What follows belongs to an exercise in optimizing a design on an open flow for small area and a short achievable clock period; a production flow would make more cautious choices.
At most, simulation tests tie the RTL to the original design; equivalence was not proved.
No functional check of the RTL was part of run 2.
Power is estimated from default activity; no workload was simulated.

==> flow/design.v <==
`timescale 1ns / 1ps
module Microprocessor(ins, A, B, current_address, ans_ex, mux_ans_dm, ans_wb, data_out, data_in, interrupt, clk, reset,
                      pm_data, dm_en, dm_we, dm_wdata, dm_rdata);
input [7:0] data_in;
input clk;
input interrupt;
input reset;
input [19:0] pm_data;
input [7:0] dm_rdata;
output [7:0] data_out;
output [19:0] ins;
output [7:0] A;
output [7:0] B;
output [7:0] current_address;
output [7:0] ans_ex;
output [7:0] mux_ans_dm;
output [7:0] ans_wb;
output dm_en;
output dm_we;
output [7:0] dm_wdata;
reg        rst_d;                     
reg [19:0] ins_temp;                  
reg        stall_pm, Q_LD, Q_JMP1, Q_JMP2;
reg [7:0]  address_hold;              
reg        interrupt_reg;
reg [7:0]  current_adr_reg;
reg [1:0]  flag_reg;
reg        Load_reg, imm_sel, mem_en_dec, mem_rw_dec;
reg [4:0]  op_dec;
reg [4:0]  Rw1, Rw2, Rw3, Rw4;
reg [1:0]  selA, selB;                
reg        dmA, dmB;                  
reg [7:0]  ans_ex_r, data_out_r, B_Bypass;
reg        mem_en_ex, mem_rw_ex;
reg [1:0]  flag_ex_clk;               
reg [7:0]  ans_reg;
reg        mem_mux_sel_dm;
reg [7:0]  ans_wb_r;
reg [7:0]  rf [0:31];
wire [4:0] ra_raw = ins_temp[9:5];
wire [4:0] rb_raw = ins_temp[4:0];
wire [4:0] Imm    = ins_temp[4:0];
assign ins = stall_pm ? ins_temp : pm_data;
wire [4:0] op_i = ins[19:15];
wire d_jump    = (op_i == 5'b11000);
wire d_conj    = (ins[19:17] == 3'b111);
wire d_load    = (op_i == 5'b10100) & ~Load_reg;
wire clear_adr = ~(d_jump | d_conj | Load_reg);
wire ld_st     = (ins[19:16] == 4'b1010);
wire [4:0] ra_n  = (reset & clear_adr) ? ins[9:5]   : 5'b0;
wire [4:0] rb_n  = (reset & clear_adr) ? ins[4:0]   : 5'b0;
wire [4:0] rw1_n = (reset & clear_adr) ? ins[14:10] : 5'b0;
wire [4:0] rw2_n = reset ? Rw1 : 5'b0;
wire [4:0] rw3_n = reset ? Rw2 : 5'b0;
wire [4:0] rw4_n = reset ? Rw3 : 5'b0;
function [1:0] fsel;
	input [4:0] r, w2, w3, w4;
	fsel = (r == w2) ? 2'b01 : (r == w3) ? 2'b10 : (r == w4) ? 2'b11 : 2'b00;
endfunction
wire [1:0] selA_n = fsel(ra_n, rw2_n, rw3_n, rw4_n);
wire [1:0] selB_n = fsel(rb_n, rw2_n, rw3_n, rw4_n);
wire       msel_n = reset & mem_en_ex & ~mem_rw_ex;
wire [255:0] rfv;
genvar g;
generate
	for (g = 0; g < 32; g = g + 1) begin : rfw
		assign rfv[g*8 +: 8] = rf[g];
	end
endgenerate
assign mux_ans_dm = mem_mux_sel_dm ? dm_rdata : ans_reg;
opsel_a opA(.y(A), .m(rfv), .a(ra_raw), .ub(selA == 2'b00), .tex(selA == 2'b01),
            .treg((selA == 2'b10) & ~dmA), .twb(selA == 2'b11), .tdm(dmA),
            .ex(ans_ex_r), .rg(ans_reg), .wb(ans_wb_r), .dm(dm_rdata));
opsel_b opB(.y(B), .m(rfv), .a(rb_raw), .ub((selB == 2'b00) & ~imm_sel), .tex((selB == 2'b01) & ~imm_sel),
            .treg((selB == 2'b10) & ~dmB & ~imm_sel), .twb((selB == 2'b11) & ~imm_sel), .tdm(dmB),
            .ex(ans_ex_r), .rg(ans_reg), .wb(ans_wb_r), .dm(dm_rdata), .timm(imm_sel), .imm(Imm));
wire       lo     = ~op_dec[4];
wire [2:0] f      = op_dec[2:0];
wire       e_add  = lo & (f == 3'b000);
wire       e_sub  = lo & (f == 3'b001);
wire       e_mov  = lo & (f == 3'b010);
wire       e_and  = lo & (f == 3'b100);
wire       e_or   = lo & (f == 3'b101);
wire       e_xor  = lo & (f == 3'b110);
wire       e_not  = lo & (f == 3'b111);
wire       e_pasa = (op_dec[4:1] == 4'b1010);             
wire       e_in   = (op_dec == 5'b10110);
wire       e_shl  = (op_dec == 5'b11001);
wire       e_sar  = (op_dec == 5'b11011);
wire       e_sh   = e_shl | (op_dec == 5'b11010) | e_sar;
wire       e_keep = (op_dec == 5'b10000) | (op_dec == 5'b10001) | (op_dec == 5'b10111) |
                    (op_dec == 5'b11000) | (op_dec[4:2] == 3'b111);    
wire [3:0] lut = ({4{e_mov}}  & 4'b1010) | ({4{e_and}} & 4'b1000) | ({4{e_or}} & 4'b1110) |
                 ({4{e_xor}}  & 4'b0110) | ({4{e_not}} & 4'b0101) | ({4{e_pasa}} & 4'b1100);
wire [7:0] lres;
genvar gi;
generate
	for (gi = 0; gi < 8; gi = gi + 1) begin : lu
		assign lres[gi] = lut[{A[gi], B[gi]}];
	end
endgenerate
wire [7:0] sum = A + (B ^ {8{f[0]}}) + {7'b0, f[0]};
wire [2:0] s = B[2:0];
wire [7:0] Ar = {A[0], A[1], A[2], A[3], A[4], A[5], A[6], A[7]};
wire [7:0] shin = e_shl ? Ar : A;
wire       fill = e_sar & A[7];
wire [15:0] shw = {{8{fill}}, shin} >> s;
wire [7:0] sho = shw[7:0];
wire [7:0] shres = e_shl ? {sho[0], sho[1], sho[2], sho[3], sho[4], sho[5], sho[6], sho[7]} : sho;
wire [7:0] ans_temp = lres | ({8{e_add | e_sub}} & sum) | ({8{e_in}} & data_in) |
                      ({8{e_sh}} & shres) | ({8{e_keep}} & ans_ex_r);
wire st_load = (op_i == 5'b10100) & ~Q_LD;
wire st_hlt  = (op_i == 5'b10001);
wire st_jump = (ins[19:17] == 3'b111) & ~Q_JMP2;
wire stall   = rst_d & (st_load | st_hlt | st_jump);
wire j_ret = (op_i == 5'b10000);
wire [7:0] jmp_loc = j_ret ? current_adr_reg : (interrupt_reg ? 8'hf0 : ins[7:0]);
wire taken_static = d_jump | j_ret | interrupt_reg;
wire [7:0] seq_adr = stall ? address_hold : address_hold + 8'd1;
wire [7:0] P1n = ~rst_d ? 8'hff : ~( (taken_static | (d_conj & ~ins[15])) ? jmp_loc : seq_adr);
wire [7:0] P0n = ~rst_d ? 8'hff : ~( (taken_static | (d_conj &  ins[15])) ? jmp_loc : seq_adr);
wire e_fkeep = e_pasa | (op_dec == 5'b10111) | (op_dec == 5'b11000) | (op_dec[4:2] == 3'b111);   
wire zk = (e_in & (data_in == 8'b0)) | (e_fkeep & flag_ex_clk[1]);
wire ck = e_fkeep & flag_ex_clk[0];
wire z_f, c_f;
flagpc fpc(.ca(current_address), .Z(z_f), .C(c_f), .A(A), .B(B), .e_add(e_add), .e_sub(e_sub),
           .e_eq(e_sub | e_xor), .e_mov(e_mov), .e_and(e_and), .e_or(e_or), .e_not(e_not),
           .e_shl(e_shl), .e_shr((op_dec == 5'b11010) | e_sar), .zk(zk), .ck(ck), .fsel(ins[16]),
           .P0n(P0n), .P1n(P1n));
wire [1:0] flag_ex = {z_f, c_f};
assign ans_ex   = ans_ex_r;
assign data_out = data_out_r;
assign ans_wb   = ans_wb_r;
assign dm_en    = mem_en_ex;
assign dm_we    = mem_rw_ex;
assign dm_wdata = B_Bypass;
always @(posedge clk) begin
	rst_d        <= reset;
	ins_temp     <= ins;
	address_hold <= current_address;
	stall_pm     <= reset & stall;
	Q_LD         <= reset & rst_d & st_load;
	Q_JMP1       <= reset & rst_d & st_jump;
	Q_JMP2       <= reset & Q_JMP1;
	interrupt_reg   <= reset & interrupt;
	current_adr_reg <= reset ? (interrupt ? current_address : current_adr_reg) : 8'b0;
	flag_reg        <= reset ? (interrupt ? flag_ex : flag_reg) : 2'b0;
	Load_reg   <= reset & d_load;
	imm_sel    <= reset & ~ins[19] & ins[18];
	mem_en_dec <= reset & ld_st & ~mem_en_dec;
	mem_rw_dec <= reset & ins[0] & ~mem_rw_dec;
	op_dec     <= reset ? op_i : 5'b0;
	Rw1 <= rw1_n;
	Rw2 <= rw2_n;
	Rw3 <= rw3_n;
	Rw4 <= rw4_n;
	selA <= selA_n;
	selB <= selB_n;
	dmA  <= (selA_n == 2'b10) & msel_n;
	dmB  <= (selB_n == 2'b10) & msel_n & ~(reset & ~ins[19] & ins[18]);
	ans_ex_r    <= reset ? ans_temp : 8'b0;
	data_out_r  <= reset ? ((op_dec == 5'b10111) ? A : data_out_r) : 8'b0;
	B_Bypass    <= B;
	mem_en_ex   <= reset & mem_en_dec;
	mem_rw_ex   <= reset & mem_rw_dec;
	flag_ex_clk <= flag_ex;
	ans_reg        <= reset ? ans_ex_r : 8'b0;
	mem_mux_sel_dm <= msel_n;
	ans_wb_r       <= reset ? mux_ans_dm : 8'b0;
end
wire [7:0] wd0 = ans_wb_r & {8{rst_d}};
wire [7:0] wd1 = ans_wb_r | {8{~rst_d}};
generate
	for (g = 0; g < 32; g = g + 1) begin : bank
		localparam [7:0] RV = ((g / 10) << 4) | (g % 10);
		wire we = ~rst_d | (Rw4 == g);
		wire [7:0] wd = (wd1 & RV) | (wd0 & ~RV);
		always @(posedge clk)
			if (we) rf[g] <= wd;
	end
endgenerate
endmodule
`timescale 1ns / 1ps
module flagpc(ca, Z, C, A, B, e_add, e_sub, e_eq, e_mov, e_and, e_or, e_not, e_shl, e_shr, zk, ck, fsel, P0n, P1n);
output [7:0] ca;
output Z, C;
input [7:0] A, B;
input e_add, e_sub, e_eq, e_mov, e_and, e_or, e_not, e_shl, e_shr, zk, ck, fsel;
input [7:0] P0n, P1n;
wire [8:0] sum = {1'b0, A} + {1'b0, B};
wire [2:0] s = B[2:0];
wire [7:0] mlo = 8'hff >> s;
wire [7:0] mhi = 8'hff << s;
assign Z = zk | (e_add & (sum[7:0] == 8'b0)) | (e_eq & (A == B)) | (e_mov & (B == 8'b0)) |
           (e_and & ((A & B) == 8'b0)) | (e_or & ((A | B) == 8'b0)) | (e_not & (B == 8'hff)) |
           ((e_shl | e_shr) & ((A & (({8{e_shl}} & mlo) | ({8{e_shr}} & mhi))) == 8'b0));
assign C = ck | (e_add & sum[8]) | (e_sub & (A >= B) & (B != 8'b0));
wire F = fsel ? Z : C;
assign ca = F ? ~P1n : ~P0n;
endmodule
`timescale 1ns / 1ps
module opsel_a(y, m, a, ub, tex, treg, twb, tdm, ex, rg, wb, dm);
output [7:0] y;
input [255:0] m;
input [4:0] a;
input ub, tex, treg, twb, tdm;
input [7:0] ex, rg, wb, dm;
assign y = ({8{ub}} & m[a*8 +: 8]) | ({8{tex}} & ex) | ({8{treg}} & rg) | ({8{twb}} & wb) | ({8{tdm}} & dm);
endmodule
module opsel_b(y, m, a, ub, tex, treg, twb, tdm, ex, rg, wb, dm, timm, imm);
output [7:0] y;
input [255:0] m;
input [4:0] a;
input ub, tex, treg, twb, tdm;
input [7:0] ex, rg, wb, dm;
input timm;
input [4:0] imm;
assign y = ({8{ub}} & m[a*8 +: 8]) | ({8{tex}} & ex) | ({8{treg}} & rg) | ({8{twb}} & wb) | ({8{tdm}} & dm) |
           {3'b000, {5{timm}} & imm};
endmodule
==> flow/flow/run.sh <==
#!/bin/bash
# Own layout flow: the standard layout (standard.sh) with three changes to
# synthesis only. Registers, flattening, renaming, and floorplan to finish are
# as in the standard flow.
#  1. Yosys's full/half-adder extraction (ADDER_MAP_FILE) is skipped, so ABC
#     maps adders and comparators as plain logic with fast carry paths.
#  2. The combinational modules opsel_a, opsel_b (register-bank read port
#     merged with operand forwarding) and flagpc (flags and next address) are
#     replaced by flow/gl.v, hand-mapped sky130hd netlists of the same
#     functions (generated by gen/gen_gl.py). Synthesis treats them as black
#     boxes (SYNTH_BLACKBOXES), and they are read in before the final flatten.
# One change to placement: the buffers that the standard flow puts on every
# input and output port are sky130_fd_sc_hd__buf_2 (BUFFER_PORTS_ARGS) rather
# than the delay cell buffer_ports picks by default; the resizer may size them.
set -euo pipefail
W=$PWD
{
  head -n 1 synth_recipe.tcl
  echo 'set ::env(ADDER_MAP_FILE) ""'
  sed -n '2p' synth_recipe.tcl
  echo "read_verilog -overwrite $W/flow/gl.v"
  echo 'hierarchy -check -top $::env(DESIGN_NAME)'
  tail -n +3 synth_recipe.tcl
} > own_synth.tcl
sed "s#SYNTH_SCRIPT=[^ ]*#SYNTH_SCRIPT=$W/own_synth.tcl#" standard.sh > own_standard.sh
export SYNTH_BLACKBOXES='opsel_a opsel_b flagpc'
export BUFFER_PORTS_ARGS='-buffer_cell sky130_fd_sc_hd__buf_2'
bash own_standard.sh finish > flow_make.log 2>&1
==> flow/standard.sh <==
#!/bin/bash
# synth_recipe.tcl (not shown) runs the flow's synth.tcl, then flattens the netlist and writes it again
# the make line also repeats each setting of config.mk as NAME=value (left out here)
make -C /OpenROAD-flow-scripts/flow DESIGN_CONFIG=/design/flow/config.mk WORK_HOME=/design/flow/orfs CLKGATE_MAP_FILE= SYNTH_SCRIPT=/design/flow/synth_recipe.tcl "${@:-finish}"
==> flow/config.mk <==
export PLATFORM = sky130hd
export DESIGN_NAME = Microprocessor
export DESIGN_NICKNAME = Microprocessor
export VERILOG_FILES = /design/flow/design.v
export SDC_FILE = /design/flow/constraint.sdc
export NUM_CORES = 4
export LEC_CHECK = 0
export CAP_MARGIN = 20
export CORE_MARGIN = 2
export CORE_UTILIZATION = 40
export CTS_BUF_LIST = sky130_fd_sc_hd__clkbuf_8
export CTS_CLUSTER_SIZE = 20
export SETUP_SLACK_MARGIN = 4.5
export SLEW_MARGIN = 20
==> flow/constraint.sdc <==
create_clock -name core_clock -period 11.0 [get_ports {clk}]
set_input_delay 2.2000 -clock core_clock [delete_from_list [all_inputs] [get_ports {clk}]]
set_output_delay 2.2000 -clock core_clock [all_outputs]
set_load 0.01 [all_outputs]
Not shown: flow/flow/gl.v
==> out/metrics.yaml, run 1 <==
run_status:
  status: "complete, no violations"
power_and_ir_drop:
  pwr-share-seq_pct: 41.3
  p_comb_share_pct: 28.6
  pg_seq_mw: 1.76
grt:
  grt_pass1_vias: 16000
  busiest_layer: "met2"
  gr-total-overflow: 0
  track_usage_pct: 27.8
timing:
  fin_crit_ns: 6.63
  tightest_slew_ns: 1.02
  max_freq_mhz: 151
critical_path:
  worst-path-buf-inv: 5
  reg2reg_to: "ans_ex_r[7]$_SDFF_PN0_"
  crit_path_end: "current_address[3]"
  slowest_stage: "dfxtp_4"
  critPathArrivalTime_ns: 4.43
  r2r_slack_ns: 6.45
cells_and_area:
  area_dominant_class: "sequential cells"
  final_util_pct: 51.4
  antenna_cells: 1
  layout_commonest_cell: "a22oi_1"
  seq_cell_count: 378
  register_area_sq_um: 10200
  buffers: 253
  fin_nets: 2026
  area_share_nonclk_buffers_pct: 7.78
  inverters: 55
  seq_area_share_pct: 42.8
  multi_input_area_share_pct: 39.9
placed_design:
  numPortBuffers: 124
  detailedPlace.worstSlack_ns: 3.43
  place_area_sq_um: 20000
die:
  core-area_sq_um: 46300
  die_width_um: 220
drt:
  top_layer_used: "met5"
min_path:
  hp-class: "reg2reg"
cts:
  hold_buffers: 0
  cts-root-buf: "clkbuf_8"
  clockBufferDepth: 3
  clkLatencyLatePin_ns: 0.65
yosys:
  synth_fp_nets: 1755
  synth_area_sq_um: 18600
  synthesis.instances: 1716
  ys_warn_count: 2
==> run 2: changes to the inputs <==
--- a/flow/design.v
+++ b/flow/design.v
@@ -49,4 +49,2 @@
 wire ld_st     = (ins[19:16] == 4'b1010);
-wire [4:0] ra_n  = (reset & clear_adr) ? ins[9:5]   : 5'b0;
-wire [4:0] rb_n  = (reset & clear_adr) ? ins[4:0]   : 5'b0;
 wire [4:0] rw1_n = (reset & clear_adr) ? ins[14:10] : 5'b0;
@@ -55,8 +53,18 @@
 wire [4:0] rw4_n = reset ? Rw3 : 5'b0;
+wire z1 = (Rw1 == 5'b0), z2 = (Rw2 == 5'b0), z3 = (Rw3 == 5'b0);
 function [1:0] fsel;
-	input [4:0] r, w2, w3, w4;
-	fsel = (r == w2) ? 2'b01 : (r == w3) ? 2'b10 : (r == w4) ? 2'b11 : 2'b00;
+	input rst, clr;
+	input [4:0] r;
+	input [4:0] w2, w3, w4;
+	input y2, y3, y4;
+	reg e2, e3, e4;
+	begin
+		e2 = ~rst | (clr ? (r == w2) : y2);
+		e3 = ~rst | (clr ? (r == w3) : y3);
+		e4 = ~rst | (clr ? (r == w4) : y4);
+		fsel = e2 ? 2'b01 : e3 ? 2'b10 : e4 ? 2'b11 : 2'b00;
+	end
 endfunction
-wire [1:0] selA_n = fsel(ra_n, rw2_n, rw3_n, rw4_n);
-wire [1:0] selB_n = fsel(rb_n, rw2_n, rw3_n, rw4_n);
+wire [1:0] selA_n = fsel(reset, clear_adr, ins[9:5], Rw1, Rw2, Rw3, z1, z2, z3);
+wire [1:0] selB_n = fsel(reset, clear_adr, ins[4:0], Rw1, Rw2, Rw3, z1, z2, z3);
 wire       msel_n = reset & mem_en_ex & ~mem_rw_ex;
--- a/flow/config.mk
+++ b/flow/config.mk
@@ -9,3 +9,3 @@
 export CORE_MARGIN = 2
-export CORE_UTILIZATION = 40
+export CORE_UTILIZATION = 55
 export CTS_BUF_LIST = sky130_fd_sc_hd__clkbuf_8
==> out/metrics.yaml, run 2 <==
cells_and_area:
  register_area_sq_um: 10200  # unchanged
  layout-drive-gt1-share_pct: 27.1
  largest_reg_flops: 256
  layout_commonest_cell: "a22oi_1"
  area_delta_synth_final_pct: 24.8
  largestRegisters: "rf: 256 flops, ins_temp: 20 flops"
  fin_nets: 1991  # -1.7%
  final_util_pct: 69.4  # +18 points
  fillers: 2563
  stdcell_count: 2447
  multi_input_area_sq_um: 9270
  final_cell_mix: "272 x a22oi_1, 256 x edfxtp_1, 125 x buf_2"
  top_register: "rf"
timing:
  rsz0062_at_grt: "true"
  finalSetupTns_ns: 0
  hold_violations: 0
  max_freq_mhz: 146  # -3.0%
  fin_skew_ns: 0.0590
  setup_violations: 0
  tightest_slew_ns: 1.16  # +0.136 ns
  drv_slew: 0
  fin_ws_ns: 4.17
  fin_crit_sh_pct: 62.1
  fin_crit_ns: 6.83  # +0.203 ns
  maxSlewHeadroom_pct: 22.6
power_and_ir_drop:
  p_per_area_nw_per_um2: 163
  peakVddDrop_v: 0.000136
  p_total_mw: 3.79
  p_comb_share_pct: 22.3  # -6.3 points
  p_leak_nw: 8.47
  pwr-share-seq_pct: 45.3  # +4.0 points
  pwr-share-clk_pct: 32.4
  p_switching_mw: 1.19
  p_int_mw: 2.60
  p_sw_share_pct: 31.4
job:
  cap_violations: 0
drt:
  drtIter0Drc: 2310
  routedWlPerCell_um: 27.6
  antenna_left: 0
  routed_wl_mm: 67.6
  dr_total_vias: 16900
  drcViolationCount: 0
  via_per_inst: 6.91
  dr.pass1.iters: 8
grt:
  gr-total-overflow: 0  # unchanged
  track_usage_pct: 37.9  # +10 points
  grt_pass1_wl_mm: 101
  grt_max_degree: 64
  grt_pass1_vias: 16400  # +2.3%
  antenna_found_initial: 2
die:
  dieHeight_um: 188
  core-area_sq_um: 33400  # -28%
  rows: 67
  die_width_um: 188  # -15%
  ioPinCount: 125
  start_util_pct: 55.6
  die_area_sq_um: 35200
cts:
  tritoncts: "built"
  cts_made_buffers: 61
  clockBufferDepth: 3  # unchanged
  clock_sinks: 378
  clkLatencyLatePin_ns: 0.71  # +0.06 ns
  clk_pin_slew_ns: 0.06
  htreeDepth: 2
  cts-root-buf: "clkbuf_8"
  hold_buffers: 0  # unchanged
critical_path:
  worstSetupStartpointType: "register"
  crit_path_cell_trace: "clkinvlp_4 > nand3_4 > nor2_4 > a22oi_1 > nand4_1 > nor3_4 > buf_12 > buf_12 > nand3_2 > nand3b_1 > o21ai_1 > a21oi_1 > o21ai_1 > a211oi_2 > a32oi_4 > buf_12 > mux2i_4 > buf_2"
  reg2reg_from: "ins_temp[4]$_DFF_P_"
  crit_start: "ins_temp[3]$_DFF_P_"
  critPathMaxFanout: 8
  critPathArrivalTime_ns: 4.63  # +0.20 ns
  worst_setup_path_end_kind: "output pin"
  max_stage_delay_ns: 0.42
  required_ns: 8.80
  crit_family: "simple AND/OR/NAND/NOR gates"
  worst-path-buf-inv: 5  # unchanged
  crit_top_cell: "buf_12"
  slowest_stage: "nand4_1"
  path_class: "reg2out"
placed_design:
  place_inst: 2260
  gp_congestion: 1.02
  numPortBuffers: 124  # unchanged
  detailedPlace.worstSlack_ns: 3.49  # +0.0672 ns
  dpl.hpwl_mm: 44.0
run_status:
  status: "complete, no violations"
yosys:
  synth_area_sq_um: 18600  # -0.44%
  syn_avg_cell_area_sq_um: 10.9
  ys_warn_count: 2  # unchanged
  synth_fp_nets: 1739  # -0.91%
  synthesis.instances: 1700  # -0.93%
min_path:
  hold_path_startpoint: "mem_rw_dec$_DFF_P_"
  hp-class: "reg2reg"
## run 2: power by group through the flow
stage / registers, mW / logic, mW / clock network [mW]
global placement: 1.73 / 0.649 / 0
detailed placement: 1.73 / 0.657 / 0
global route: 1.72 / 0.897 / 1.30
finish: 1.71 / 0.846 / 1.23
CTS: 1.71 / 0.780 / 1.23
floorplan: 1.71 / 0.442 / 0
## run 2: path summary, 6_finish.rpt
kind              cells past startpoint                endpoint  slack [ns]
hold reg to reg                       1      mem_rw_dec$_DFF_P_        0.42
hold / removal                        1      mem_rw_dec$_DFF_P_        0.42
setup / recovery                     18      current_address[2]        4.17
setup reg to reg                     19  ans_ex_r[7]$_SDFF_PN0_        6.13
## run 2: area by class of cell
cell class              count  share of cell area, %
flip-flops and latches    378                   43.9
inverters                  58                   1.01
clock buffers              68                   4.04
multi-input cells        1218                   40.0
clock inverters            41                   1.15
repair buffers            235                   7.39
diodes                      1                 0.0108
well taps                 448                   2.42
## run 2: per-layer routing
metal | wire (um) | track usage [%]
met5 | 0 | 0
met4 | 4470 | 22.5
met3 | 7340 | 8.52
met2 | 30800 | 59.7
met1 | 25000 | 48.1
## run 2: timing repair
action	4_1_cts	5_1_grt
buffers inserted	53	15
gates cloned	7	2
hold endpoints to repair	0	0
pin swaps	46	26
resized for setup	255	39
endpoints found under the setup margin	8	8
## run 2: per-stage QoR
step | hold slack, ns | instance area, sq um
after floorplan | 0.390 | 18600
after global placement | 0.401 | 19900
after detailed placement | 0.403 | 19900
after CTS | 0.416 | 22800
after global routing | 0.426 | 23200
final | 0.417 | 23200

-- separate check: timing with driven ports --
Ports are ideal in the flow. The routed layouts listed here were re-timed in OpenROAD. Step 1 sets driving cells, clkbuf_16 on the clock port and buf_2 on the other inputs (assumed; they add their load-dependent delay and slew). Step 2 moves the port delays by t, midway between the first and last clock arrival at a register: inputs arrive t later, outputs are due t later. That takes back most of the time a late clock gives input paths. a / b / c = no drivers / after step 1 / after step 2; a / b = the first two.
run | t (ns) | slack for setup (ns) | slew at the worst register clock pin (ns)
run 1 | 0.696 | 4.370 / 4.276 / 4.276 | 0.07 / 0.07
run 2 | 0.736 | 4.167 / 4.113 / 4.244 | 0.07 / 0.07
After both steps setup and hold are still met in every run listed. For run 1, which loses most, drivers alone change the setup slack by -0.094 ns; drivers and shift together by -0.094 ns.
